Context: an optimization exercise on an open-source flow, tuned for a short achievable clock period and few clock cycles. The choices shown serve that exercise and are no tape-out recipe.
Only simulation tests tie the RTL to the original design; equivalence was not proved.

// arm_core
module arm_core (
    input         clk,
    input         rst,
    output [7:0]  imem_addr,
    input  [31:0] imem_data,
    output [5:0]  dmem_addr,
    output [31:0] dmem_wdata,
    output        dmem_we,
    input  [31:0] dmem_rdata,
    output        wb_en,
    output [3:0]  wb_dest,
    output [31:0] wb_value
);
  localparam OP_MOV = 4'd0, OP_MVN = 4'd1, OP_ADD = 4'd2, OP_ADC = 4'd3,
             OP_SUB = 4'd4, OP_SBC = 4'd5, OP_AND = 4'd6, OP_ORR = 4'd7,
             OP_EOR = 4'd8;
  function cond_pass;
    input [3:0] c;
    input n, z, cf, v;
    begin
      case (c)
        4'b0000: cond_pass = z;
        4'b0001: cond_pass = ~z;
        4'b0010: cond_pass = cf;
        4'b0011: cond_pass = ~cf;
        4'b0100: cond_pass = n;
        4'b0101: cond_pass = ~n;
        4'b0110: cond_pass = v;
        4'b0111: cond_pass = ~v;
        4'b1000: cond_pass = cf & ~z;
        4'b1001: cond_pass = ~cf | z;
        4'b1010: cond_pass = (n == v);
        4'b1011: cond_pass = (n != v);
        4'b1100: cond_pass = ~z & (n == v);
        4'b1101: cond_pass = z & (n != v);
        4'b1110: cond_pass = 1'b1;
        default: cond_pass = 1'b0;
      endcase
    end
  endfunction
  reg  [7:0]  pc;
  reg         ir_valid;
  reg  [31:0] ir;
  reg  [7:0]  ir_pc;
  reg         ir_pred;
  reg  [15:0] ir_n_oh, ir_m_oh, ir_d_oh;
  reg  [3:0]  ir_sh_lo;
  reg  [7:0]  ir_sh_hi;
  reg         ir_lsr;
  reg         de_valid;
  reg  [3:0]  de_cond;
  reg         de_S, de_wb, de_ld, de_st, de_br, de_pred;
  reg         de_arith, de_sub, de_cin1, de_cinc, de_csub, de_csbc;
  reg         de_and, de_orr, de_eor, de_mov, de_mvn;
  reg  [3:0]  de_dest;
  reg  [31:0] de_a, de_b, de_sd;
  reg         de_sa_em, de_sa_mw, de_sa_de, de_sb_em, de_sb_mw, de_sb_de;
  ...
For scale: ~150 I/O pins.
==> flow/config.mk <==
export PLATFORM = sky130hd
export DESIGN_NAME = arm_core
export DESIGN_NICKNAME = arm_core
export VERILOG_FILES = /design/flow/design.v
export SDC_FILE = /design/flow/constraint.sdc
export NUM_CORES = 4
export LEC_CHECK = 0
export CAP_MARGIN = 20
export CORE_MARGIN = 2
export CORE_UTILIZATION = 45
export PLACE_DENSITY = 0.62
export SLEW_MARGIN = 20
export SYNTH_HIERARCHICAL = 1
export SYNTH_MINIMUM_KEEP_SIZE = 0
==> flow/constraint.sdc <==
create_clock -name core_clock -period 16.0 [get_ports {clk}]
set_input_delay 3.2000 -clock core_clock [delete_from_list [all_inputs] [get_ports {clk}]]
set_output_delay 3.2000 -clock core_clock [all_outputs]
set_load 0.01 [all_outputs]
standard.sh (not shown) runs the stock make flow with config.mk's settings and CLKGATE_MAP_FILE= SYNTH_SCRIPT=/design/flow/synth_recipe.tcl, a recipe that flattens the netlist after the stock synthesis.
==> flow/flow/run.sh <==
#!/bin/bash
set -euo pipefail
cd "$(dirname "$0")/.."
bash standard.sh SETUP_SLACK_MARGIN=${MARGIN:-11.6} GPL_TIMING_DRIVEN=1 \
  "BUFFER_PORTS_ARGS=-buffer_cell sky130_fd_sc_hd__buf_4" \
  "CTS_ARGS=-sink_clustering_enable -repair_clock_nets -sink_clustering_size 30 -sink_clustering_max_diameter 100 -distance_between_buffers 1000 -branching_point_buffers_distance 1000" \
  finish > standard.log 2>&1
Testbench counts at the start, summed over its fixed seeds: cycles 29,142.
==> next run, changes <==
==> flow/flow/run.sh (replaced) <==
#!/bin/bash
set -euo pipefail
cd "$(dirname "$0")/.."
bash standard.sh SETUP_SLACK_MARGIN=${MARGIN:-11.6} GPL_TIMING_DRIVEN=1 \
  "BUFFER_PORTS_ARGS=-buffer_cell sky130_fd_sc_hd__buf_4" finish > standard.log 2>&1
=>
- The changed run ran to the end with no violations
- synthesized cell count stays the same
- hold slack hardly moves
- die area does not change
- global-route usage rose by 0.32 points
- non-clock buffer count fell by 5

afterwards: timing with drivers on the ports:
In the flow no input, the clock included, has a driving cell. The finished layouts below were timed again as built, in two steps. Step 1: set_driving_cell puts a clkbuf_16 on clk and a buf_2 on each other input, an assumption about the parent block. Step 2, shift: input delay + t, output delay - t, t = (earliest + latest rising clock arrival at the registers) / 2. This alone moves slack from input paths to output paths. a / b / c = no drivers / after step 1 / after step 2; a / b = the first two.
| run | t (ns) | setup slack, ns | worst slew at a driven data input, ns |
|---|---|---|---|
| the first run | 0.761 | 11.561 / 11.509 / 10.824 | 0.05 |
| the second run | 0.780 | 11.574 / 11.533 / 10.819 | 0.05 |
After both steps every run listed still meets setup and hold. For the second run, which loses most, drivers alone change the setup slack by -0.041 ns; drivers and shift together by -0.755 ns.
